Context: an optimization exercise on an open-source flow, tuned for small area. The choices shown serve that exercise and are no tape-out recipe. Function was checked by simulation only, so behaviour that the tests miss may differ from the original. No activity file was given, so power comes from the tool's default toggle rates.

## flow/design.v (module list and top-level ports; edited modules follow where they fit)
// module memory: 706 lines
// module rd_aoi222: 6 lines
// module rd_nand2: 6 lines
// module rd_nand3: 6 lines
// module rd_nand4: 6 lines
// module rd_nor2: 6 lines
// module rd_inv: 6 lines
// module rd_and2: 6 lines
// module fifo: 60 lines
module fifo #(
  parameter DWIDTH             = 4,
  parameter AWIDTH             = 8,
  parameter SHOWAHEAD          = 1,
  parameter ALMOST_FULL_VALUE  = 6,
  parameter ALMOST_EMPTY_VALUE = 2,
  parameter REGISTER_OUTPUT    = 0
)(
  input                     clk_i,
  input                     srst_i,
  input [DWIDTH-1:0]        data_i,
  input                     wrreq_i,
  input                     rdreq_i,
  output logic [DWIDTH-1:0] q_o,
  output logic              empty_o,
  output logic              full_o,
  output logic [AWIDTH:0]   usedw_o,
  output logic              almost_full_o,
  output logic              almost_empty_o
);
  // ...
==> flow/flow/run.sh <==
#!/bin/bash
# Own flow: the standard layout (standard.sh) with three changes to how
# the layout is made:
#  - clock tree synthesis without dummy loads,
#  - port buffers of the smallest buffer cell,
#  - the power-recovery pass of global routing, which downsizes gates that
#    have slack to spare.
# Each tool's full output stays in orfs/logs; make's output goes to standard.log.
set -o pipefail
bash standard.sh \
  "CTS_ARGS=-sink_clustering_enable -repair_clock_nets -dont_use_dummy_load -sink_clustering_size 30 -sink_clustering_max_diameter 60 -buf_list sky130_fd_sc_hd__clkbuf_16" \
  "BUFFER_PORTS_ARGS=-buffer_cell sky130_fd_sc_hd__buf_1" \
  RECOVER_POWER=100 \
  finish > standard.log 2>&1
==> flow/standard.sh <==
#!/bin/bash
# synth_recipe.tcl (not shown) runs the flow's synth.tcl, then flattens the netlist and writes it again
# the make line also repeats each setting of config.mk as NAME=value (left out here)
make -C /OpenROAD-flow-scripts/flow DESIGN_CONFIG=/design/flow/config.mk WORK_HOME=/design/flow/orfs CLKGATE_MAP_FILE= SYNTH_SCRIPT=/design/flow/synth_recipe.tcl "${@:-finish}"
==> flow/config.mk <==
export PLATFORM = sky130hd
export DESIGN_NAME = fifo
export DESIGN_NICKNAME = fifo
export VERILOG_FILES = /design/flow/design.v
export SDC_FILE = /design/flow/constraint.sdc
export NUM_CORES = 4
export LEC_CHECK = 0
export CAP_MARGIN = 10
export CORE_MARGIN = 2
export CORE_UTILIZATION = 70
export CTS_BUF_LIST = sky130_fd_sc_hd__clkbuf_16
export CTS_CLUSTER_DIAMETER = 60
export CTS_CLUSTER_SIZE = 30
export SLEW_MARGIN = 10
export SYNTH_HIERARCHICAL = 1
export SYNTH_MINIMUM_KEEP_SIZE = 0
==> flow/constraint.sdc <==
create_clock -name core_clock -period 5.0 [get_ports {clk_i}]
set_input_delay 1.0000 -clock core_clock [delete_from_list [all_inputs] [get_ports {clk_i}]]
set_output_delay 1.0000 -clock core_clock [all_outputs]
set_load 0.01 [all_outputs]
==> impl_metrics.csv, run 1 <==
group,metric,value,unit
setup_path,timing.critical_path.cells,"inv_1 > nand3_1 > nor2_1 > clkbuf_1 > a222oi_1 > nand4_1 > nor2_1 > nand3_1 > a222oi_1 > nand2_1 > mux2_1",
finish,clockBufferCount,50,
timing,period_share,88.1,%
hold_path,worstHoldPathCells,0,
global_routing,grt_max_degree,193,
global_routing,busiest_layer,"met1",
synth,synth-edff-count,1024,
timing,finalWorstPathRequiredPeriod,4.41,ns
global_routing,global_route.usage.total,30.9,%
global_routing,grt_pass1_wl,120,mm
die,start_util,70.7,%
finish,layout.nets,1887,
timing,worst_pin_slew,2.61,ns
finish,layout-area-overhead-vs-synth,7.32,%
placed_design,number_of_placed_instances_with_taps_included,2499,
timing,timing.final.setup_violations,0,
finish,dominant_cells,"registers",
finish,sh_seq_area,79.5,%
placed_design,place_ws,1.09,ns
power_and_ir_drop,clockPowerShare,26.8,%
finish,diodes,0,
finish,largest_reg_flops,1020,
power_and_ir_drop,pg_clk,4.23,mW
run_status,run_status,"complete, but fails checks",
finish,most_frequent_standard_cell_in_the_layout_excluding_fill_and_tap_cells,"sky130_fd_sc_hd__edfxtp_1",
synth,synth_top_cells_by_area,"sky130_fd_sc_hd__edfxtp_1 85%, sky130_fd_sc_hd__a222oi_1 9.4%, sky130_fd_sc_hd__nand4_1 1.4%",
routing,wl_met3,11.6,mm
die,floorplan.rows,83,
setup_path,timing.critical_path.fanout_max,16,
finish,fillerInstances,2847,
timing,timing.final.max_slew_violations,237,
global_routing,met1_usage,49.5,%
global_routing,gr-usage-met3,6.37,%
timing,finalClockSkew,0.0651,ns
synth,postSynthAreaPerCell,20.9,um^2
setup_path,critPathCaptureType,"flip-flop",
finish,multi_input_area_share,13.3,%
run_status,check_fault_list,"capacitance limit, slew limit",
timing,slew-limit-headroom,-74.1,%
job,max-cap-violations,2,
setup_path,critical-path-max-stage-delay,0.67,ns
power_and_ir_drop,cellPowerDensity,405,mW/mm^2
setup_path,worst_path_required,5.33,ns
cts,post_cts_resize_count,0,
power_and_ir_drop,power.combinational.fraction,6.9,%
==> run 2: changes to the inputs <==
==> flow/flow/run.sh (replaced) <==
#!/bin/bash
# Own flow: the standard layout (standard.sh) with two changes to how
# the layout is made:
#  - clock tree synthesis without dummy loads,
#  - port buffers of the smallest buffer cell (repair_design still sizes them).
# Each tool's full output stays in orfs/logs; make's output goes to standard.log.
set -o pipefail
bash standard.sh \
  "CTS_ARGS=-sink_clustering_enable -repair_clock_nets -dont_use_dummy_load -sink_clustering_size 30 -sink_clustering_max_diameter 60 -buf_list sky130_fd_sc_hd__clkbuf_16" \
  "BUFFER_PORTS_ARGS=-buffer_cell sky130_fd_sc_hd__buf_1" \
  finish > standard.log 2>&1
==> impl_metrics.csv, run 2 <==
group,metric,value,unit
routing,iter_0_drt_violations,5102,
finish,final_cell_mix,"1,024 x sky130_fd_sc_hd__edfxtp_1, 340 x sky130_fd_sc_hd__a222oi_1, 118 x sky130_fd_sc_hd__nor2_1",
setup_path,timing.rr.start,"size[3]",
power_and_ir_drop,power.ir.vdd_worst,0.000387,V
setup_path,timing.critical_path.cells,"inv_1 > nand3_1 > nor2_1 > buf_4 > a222oi_1 > nand4_1 > nor2_1 > nand3_1 > a222oi_1 > nand2_1 > mux2_4",
synth,postSynthAreaPerCell,20.9,um^2
cts,postCtsHoldBufs,0,
hold_path,worstHoldPathCells,0,
finish,reg_top3,"memory_block.data (1020), size (9), head (4)",
die,floorplan.rows,83,
placed_design,weighted_congestion_at_the_end_of_routability_driven_global_placement,0.989,
die,floorplan.die.height,232,um
timing,finalClockSkew,0.0660,ns
cts,path_clk_slew,0.11,ns
synth,synth_top_cells_by_area,"sky130_fd_sc_hd__edfxtp_1 85%, sky130_fd_sc_hd__a222oi_1 9.4%, sky130_fd_sc_hd__nand4_1 1.4%",
power_and_ir_drop,switching_power,3.55,mW
routing,drt-vias-per-instance,7.76,
die,fp.dieW,232,um
cts,tritoncts.num_buffers,50,
setup_path,timing.critical_path.fanout_max,16,
finish,diodes,0,
power_and_ir_drop,sequentialPowerShare,66.2,%
setup_path,timing.reg2reg.setup_slack,0.94,ns
synth,postSynthCellCount,1735,
finish,post_route_cells_drive_above_1_share,7.27,%
setup_path,cp.arrival,4.40,ns
timing,rsz_0062_raised_after_global_routing,"false",
finish,largest_reg_flops,1020,
placed_design,place.detailed.hpwl,54.2,mm
placed_design,numPortBuffers,24,
routing,postRouteAntennaNets,0,
routing,dr_total_vias,19790,
synth,post-synth-top-area-fraction,84.8,%
power_and_ir_drop,clockPowerShare,26.7,%
synth,post_synth_instance_area,0.0363,mm^2
finish,stdcell_area,0.0390,mm^2
finish,top_register,"memory_block.data",
cts,ctsHtreeMaxLevel,2,
die,core,0.0513,mm^2
synth,ys_warn_count,10,
timing,final_hold_vio_count,0,
placed_design,placedInstanceArea,0.0377,mm^2
finish,layout-area-overhead-vs-synth,7.54,%
timing,period_share,81.1,%
synth,seq_area_frac_synth,85.4,%
global_routing,grt.overflow.total,0,
cts,post_cts_resize_count,0,
cts,numClockSinks,1035,
cts,clockRootBuffer,"sky130_fd_sc_hd__clkbuf_16",
finish,postLayoutCoreUtil,76.0,%
cts,clock_latency,0.65,ns
die,start_util,70.7,%
global_routing,global_route.usage.total,30.9,%
timing,fin_tns_setup,0,ns
synth,post-synth-top-count-cell,"sky130_fd_sc_hd__edfxtp_1",
timing,finalWorstPathRequiredPeriod,4.06,ns
timing,timing.final.setup_violations,0,
routing,routed_wirelength,82.6,mm
power_and_ir_drop,power.static_leakage,12.7,nW
power_and_ir_drop,switching_share,22.5,%
hold_path,worstHoldEndpoint,"memory_block.data[57][0]",
synth,synth_area_leader_cell,"sky130_fd_sc_hd__edfxtp_1",
setup_path,kind_of_critical_path,"flip-flop to flip-flop",
setup_path,reg2reg_to,"head[2]",
synth,synth_cell_type_count,36,
power_and_ir_drop,cellPowerDensity,405,mW/mm^2
power_and_ir_drop,power.combinational.fraction,7.1,%
finish,layout.nets,1887,
setup_path,cp.buffers_inverters,2,
job,max-cap-violations,0,
cts,tritoncts_clock_tree,"done",
synth,ys_ff_latch,1035,
setup_path,worst_path_required,5.34,ns
global_routing,grt_antenna_before_repair,1,
hold_path,min_path_type,"flip-flop to flip-flop",
routing,drt_drc_violations_left,0,
routing,wl_per_cell,32.4,um
setup_path,critical-path-max-stage-delay,0.60,ns
synth,primary_flip_flop_cell_chosen_by_synthesis_mapping,"sky130_fd_sc_hd__edfxtp_1",
synth,synth-edff-count,1024,
synth,synth_common_cells,"1,024 x sky130_fd_sc_hd__edfxtp_1, 340 x sky130_fd_sc_hd__a222oi_1, 122 x sky130_fd_sc_hd__nor2_1, 83 x sky130_fd_sc_hd__nand4_1, 36 x sky130_fd_sc_hd__nand2_1",
finish,most_frequent_standard_cell_in_the_layout_excluding_fill_and_tap_cells,"sky130_fd_sc_hd__edfxtp_1",
cts,post_cts_buffers,0,
run_status,run_status,"complete, no violations",
timing,timing.fmax,247,MHz
setup_path,critPathCaptureType,"flip-flop",
synth,synth_async_sr_flop_share,0,%
cts,cts_buffer_depth,3,
global_routing,grt_pass1_vias,18260,
global_routing,grt_max_degree,193,
routing,drtPass1Iterations,12,
timing,worst_pin_slew,1.17,ns
hold_path,worstHoldStart,"memory_block.data[56][0]",
timing,timing.final.max_slew_violations,0,
power_and_ir_drop,internal-power,12.2,mW
die,top_level_i_o_count,25,
setup_path,kind_of_cell_adding_the_most_delay_to_the_critical_path,"simple AND/OR/NAND/NOR gates",
timing,slew-limit-headroom,21.8,%
setup_path,r2r.worst_path.cells,11,
setup_path,crit_path_top_delay_cell,"sky130_fd_sc_hd__dfxtp_1",
synth,synth_fp_nets,1750,
die,floorplan.die_area,0.0537,mm^2
global_routing,grt_pass1_wl,120,mm
setup_path,startpoint_type,"flip-flop",
## run 2: final cells by class
class / instances / area (um^2)
clock buffers: 50 / 1250
fillers: 2834 / 12300
inverters: 16 / 60.1
multi-input cells: 674 / 5190
flip-flops and latches: 1035 / 31000
well taps: 680 / 851
repair buffers: 95 / 693
## run 2: worst reg2reg max path, stage by stage (launching register included)
cell and delay, ns:
sky130_fd_sc_hd__dfxtp_1 0.60, sky130_fd_sc_hd__inv_1 0.18, sky130_fd_sc_hd__nand3_1 0.39, sky130_fd_sc_hd__nor2_1 0.10, sky130_fd_sc_hd__buf_4 0.23, sky130_fd_sc_hd__a222oi_1 0.54, sky130_fd_sc_hd__nand4_1 0.30, sky130_fd_sc_hd__nor2_1 0.52
sky130_fd_sc_hd__nand3_1 0.16, sky130_fd_sc_hd__a222oi_1 0.39, sky130_fd_sc_hd__nand2_1 0.11, sky130_fd_sc_hd__mux2_4 0.27
## run 2: kinds of logic after synthesis
logic type	share of synthesized area, %
multiplexers	0.193
AO/OA/AOI/OAI	9.69
buffers and inverters	0.355
flip-flops	85.4
AND/OR/NAND/NOR	4.03
adder cells (fa/ha/maj)	0.241
XOR/XNOR	0.121
## run 2: routing by layer
| metal | track usage, % | wire length (um) | vias to the layer above |
|---|---|---|---|
| li1 | - | - | 8127 |
| met1 | 49.5 | 32100 | 9882 |
| met2 | 43.1 | 35700 | 1605 |
| met3 | 6.37 | 11200 | 174 |
| met4 | 11.6 | 3480 | 2 |
| met5 | 0 | 56 | - |
## run 2: worst max-delay path by stage
stage,to,slack (ns),cells past startpoint,start
3_3_place_gp,head[2],1.19,10,size[4]
3_5_place_dp,head[0],1.09,11,size[3]
5_1_grt,head[0],0.85,11,size[3]
6_report,head[2],0.94,11,size[3]
4_1_cts,head[0],1.04,11,size[3]
2_1_floorplan,head[0],2.23,11,size[7]
## run 2: power groups by stage
stage | logic, mW | clock network (mW) | registers [mW]
finish | 1.12 | 4.22 | 10.5
global route | 1.17 | 4.54 | 10.5
CTS | 1.07 | 4.30 | 10.5
detailed placement | 1.07 | 0 | 10.6
global placement | 1.05 | 0 | 10.6
floorplan | 0.581 | 0 | 10.5
## run 2: metrics by stage
stage          setup slack [ns]  total power, mW  hold WS, ns  instances
2_1_floorplan              2.23             11.1        0.426       1735
3_5_place_dp               1.09             11.7        0.433       2499
4_1_cts                    1.04             15.8        0.400       2549
3_3_place_gp               1.19             11.7        0.429       2498
6_report                  0.944             15.8        0.400       2550
5_1_grt                   0.846             16.2        0.423       2550
## run 2: Yosys stat by module (local to each module, per instance), excerpt
module,copies in the design,cells,cell area (um^2),flip-flops and latches
fifo,1,99,945,15
rd_aoi222,340,1,10.0,0
rd_and2,4,1,6.26,0
rd_nand4,80,1,6.26,0
rd_nand3,32,1,5.00,0
rd_inv,12,1,3.75,0
rd_nand2,32,1,3.75,0
rd_nor2,112,1,3.75,0
==> run 3: changes to the inputs <==
==> flow/run.sh (new file) <==
#!/bin/bash
# synth_recipe.tcl (not shown) runs the flow's synth.tcl, then flattens the netlist and writes it again
# the make line also repeats each setting of config.mk as NAME=value (left out here)
make -C /OpenROAD-flow-scripts/flow DESIGN_CONFIG=/design/flow/config.mk WORK_HOME=/design/flow/orfs CLKGATE_MAP_FILE= SYNTH_SCRIPT=/design/flow/synth_recipe.tcl finish
removed: flow/flow/run.sh
removed: flow/standard.sh
==> impl_metrics.csv, run 3 <==
group,metric,value,unit
run_status,run_status,"complete, no violations",
routing,drt_drc_violations_left,0,
cts,postCtsHoldBufs,0,
cts,cts_buffer_depth,3,
finish,top_register,"memory_block.data",
power_and_ir_drop,power.ir.vdd_worst,0.000471,V
global_routing,grt_max_degree,181,
die,fp.dieW,232,um
setup_path,r2r.worst_path.cells,10,
routing,wl_per_cell,32.4,um
timing,fin_tns_setup,0,ns
finish,fillerInstances,2799,
setup_path,kind_of_cell_adding_the_most_delay_to_the_critical_path,"simple AND/OR/NAND/NOR gates",
power_and_ir_drop,power.static_leakage,13.0,nW
routing,drt-vias-per-instance,7.76,
finish,multiInputGateArea,0.00519,mm^2
synth,post-synth-top-count-cell,"sky130_fd_sc_hd__edfxtp_1",
synth,synth-edff-count,1024,
finish,final_cell_mix,"1,024 x sky130_fd_sc_hd__edfxtp_1, 340 x sky130_fd_sc_hd__a222oi_1, 117 x sky130_fd_sc_hd__nor2_1",
setup_path,timing.critical_path.cells,"inv_1 > nand3_1 > nor2_1 > a222oi_1 > nand4_1 > nor2_1 > nand3_1 > a222oi_1 > nand2_1 > mux2_4",
setup_path,kind_of_critical_path,"flip-flop to flip-flop",
setup_path,critPathCaptureType,"flip-flop",
finish,fin_cells,2575,
cts,path_clk_slew,0.10,ns
cts,numClockSinks,1035,
power_and_ir_drop,cellPowerDensity,419,mW/mm^2
setup_path,worst_path_required,5.38,ns
global_routing,met1_usage,50.5,%
synth,synth_area_leader_cell,"sky130_fd_sc_hd__edfxtp_1",
setup_path,critical-path-max-stage-delay,0.63,ns
synth,postSynthCellCount,1735,
finish,seq_area,0.0310,mm^2
setup_path,startpoint_type,"flip-flop",
job,max-cap-violations,0,
finish,layout-area-overhead-vs-synth,9.03,%
setup_path,timing.critical_path.fanout_max,16,
finish,layout.nets,1874,
cts,clockRootBuffer,"sky130_fd_sc_hd__clkbuf_16",
timing,worst_pin_slew,1.30,ns
global_routing,busiest_layer,"met1",
setup_path,crit_path_top_delay_cell,"sky130_fd_sc_hd__a222oi_1",
synth,ys_ff_latch,1035,
synth,post-synth-top-area-fraction,84.8,%
timing,timing.final.max_slew_violations,0,
power_and_ir_drop,power,16.6,mW
finish,largest_reg_flops,1020,
synth,synth_top_cells_by_area,"sky130_fd_sc_hd__edfxtp_1 85%, sky130_fd_sc_hd__a222oi_1 9.4%, sky130_fd_sc_hd__nand4_1 1.4%",
finish,diodes,0,
global_routing,grt.overflow.total,0,
placed_design,weighted_congestion_at_the_end_of_routability_driven_global_placement,0.980,
setup_path,levels_on_crit_path,10,
routing,routed_wirelength,83.5,mm
placed_design,numPortBuffers,24,
synth,seq_area_frac_synth,85.4,%
synth,synth_async_sr_flop_share,0,%
finish,most_frequent_standard_cell_in_the_layout_excluding_fill_and_tap_cells,"sky130_fd_sc_hd__edfxtp_1",
timing,finalWorstPathRequiredPeriod,4.63,ns
finish,reg_top3,"memory_block.data (1020), size (9), head (4)",
routing,dr_total_vias,19989,
die,core,0.0513,mm^2
setup_path,cp.arrival,5.01,ns
placed_design,place.detailed.hpwl,53.9,mm
cts,post_cts_buffers,0,
finish,postLayoutCoreUtil,77.1,%
timing,timing.final.setup_violations,0,
global_routing,grt_pass1_vias,18474,
timing,timing.hold.ws,0.446,ns
cts,tritoncts_clock_tree,"done",
hold_path,min_path_type,"flip-flop to flip-flop",
routing,iter_0_drt_violations,5152,
cts,ctsHtreeMaxLevel,2,
global_routing,grt_antenna_before_repair,0,
setup_path,cp.buffers_inverters,1,
timing,final_hold_vio_count,0,
routing,drtPass1Iterations,14,
synth,synth_fp_nets,1750,
timing,finalClockSkew,0.0240,ns
global_routing,grtUsageMet2,44.1,%
die,floorplan.die_area,0.0537,mm^2
synth,postSynthAreaPerCell,20.9,um^2
cts,post_cts_resize_count,0,
die,floorplan.rows,83,
synth,primary_flip_flop_cell_chosen_by_synthesis_mapping,"sky130_fd_sc_hd__edfxtp_1",
global_routing,global_route.usage.total,31.2,%
synth,synth_common_cells,"1,024 x sky130_fd_sc_hd__edfxtp_1, 340 x sky130_fd_sc_hd__a222oi_1, 122 x sky130_fd_sc_hd__nor2_1, 83 x sky130_fd_sc_hd__nand4_1, 36 x sky130_fd_sc_hd__nand2_1",
die,floorplan.die.height,232,um
hold_path,worstHoldPathCells,0,
global_routing,grt_pass1_wl,121,mm
cts,tritoncts.num_buffers,50,
cts,clock_latency,0.64,ns
finish,post_route_cells_drive_above_1_share,8.39,%
die,top_level_i_o_count,25,
synth,ys_warn_count,10,
timing,timing.fmax,216,MHz
die,start_util,70.7,%
timing,slew-limit-headroom,13.3,%
timing,rsz_0062_raised_after_global_routing,"false",
global_routing,gr-usage-met3,4.92,%
timing,period_share,92.5,%
synth,post_synth_instance_area,0.0363,mm^2
synth,synth_cell_type_count,36,
routing,postRouteAntennaNets,0,
placed_design,number_of_placed_instances_with_taps_included,2486,
[run 3: cell counts after synthesis]
Identical to the previous run, type by type.
[run 3: final timing paths]
path / slack, ns / from / endpoint
max: 0.37 / size[4] / head[0]
min: 0.45 / memory_block.data[223][2] / memory_block.data[224][2]
max reg2reg: 0.37 / size[4] / head[0]
min reg2reg: 0.45 / memory_block.data[223][2] / memory_block.data[224][2]
[run 3: final cells by class]
cell class | count | share of cell area, %
Clock inverter | 35 | 0.974
Sequential cell | 1035 | 78.3
Clock buffer | 53 | 3.35
Inverter | 16 | 0.152
Tap cell | 680 | 2.15
Multi-Input combinational cell | 674 | 13.1
Timing Repair Buffer | 82 | 1.94
[run 3: power breakdown]
part	internal (mW)	total, mW	leakage, nW	switching [mW]
registers	10.1	10.5	10.1	0.338
clock network	2.12	4.93	0.843	2.81
logic	0.384	1.18	2.00	0.796
[run 3: cell families after synthesis]
kind of cell,synth area share [%]
flops,85.4
mux,0.193
buf+inv,0.355
compound gates,9.69
fa+ha+maj,0.241
xor+xnor,0.121
simple gates,4.03
[run 3: per-stage QoR]
| stage | worst slack, ns | area (um^2) |
|---|---|---|
| finish | 0.373 | 39600 |
| global route | 0.360 | 39600 |
| CTS | 0.451 | 39500 |
| detailed placement | 0.505 | 37800 |
| global placement | 0.648 | 37800 |
| floorplan | 2.23 | 36300 |
[run 3: per-module statistics from Yosys, one instance, submodules excluded, a selection]
module / flip-flops and latches / cells / times used / area [um^2]
rd_nand2: 0 / 1 / 32 / 3.75
fifo: 15 / 99 / 1 / 945
rd_inv: 0 / 1 / 12 / 3.75
rd_nand3: 0 / 1 / 32 / 5.00
rd_nor2: 0 / 1 / 112 / 3.75
rd_nand4: 0 / 1 / 80 / 6.26
rd_and2: 0 / 1 / 4 / 6.26
rd_aoi222: 0 / 1 / 340 / 10.0
[run 3: worst reg2reg max path, delay by kind of cell, from the launching register on]
family	cells	cell delay, ns
and+or+nand+nor	6	2.14
AOI/OAI and AO/OA	2	1.19
muxes	1	0.28
buffers and inverters	1	0.17
DFF	1	0.61
[run 3: metal layers]
layer | vias up | routed length [um]
li1 | 8147 | -
met1 | 10086 | 32500
met2 | 1620 | 36600
met3 | 136 | 11200
met4 | 0 | 3220
met5 | - | 0

## separate check: timing with driven ports
No port has a modelled driver above. Below, the same layouts with a new extraction and two added sets of constraints. Step 1 (the two cells are an assumption about what drives the block):
set clk [get_ports {clk_i}]
set_driving_cell -lib_cell sky130_fd_sc_hd__clkbuf_16 $clk
set_driving_cell -lib_cell sky130_fd_sc_hd__buf_2 [delete_from_list [all_inputs] $clk]
Step 2, shift: input delay + t, output delay - t, t = (earliest + latest rising clock arrival at the registers) / 2. This alone moves slack from input paths to output paths. Three values: no drivers, after step 1, after step 2; two values: the first two.
| run | t (ns) | slack for setup (ns) | hold WS [ns] | worst setup path after step 2 | latest minus earliest clock arrival (ns) |
|---|---|---|---|---|---|
| run 1 | 0.681 | 0.593 / 0.593 / 0.129 | 0.411 / 0.411 / 0.411 | input to register | 0.065 / 0.065 |
| run 2 | 0.681 | 0.944 / 0.944 / 0.944 | 0.400 / 0.400 / 0.400 | register to register | 0.066 / 0.066 |
| run 3 | 0.684 | 0.373 / 0.373 / 0.373 | 0.446 / 0.446 / 0.446 | register to register | 0.034 / 0.033 |
For run 1, which loses most, drivers alone change the setup slack by 0.000 ns; drivers and shift together by -0.464 ns.
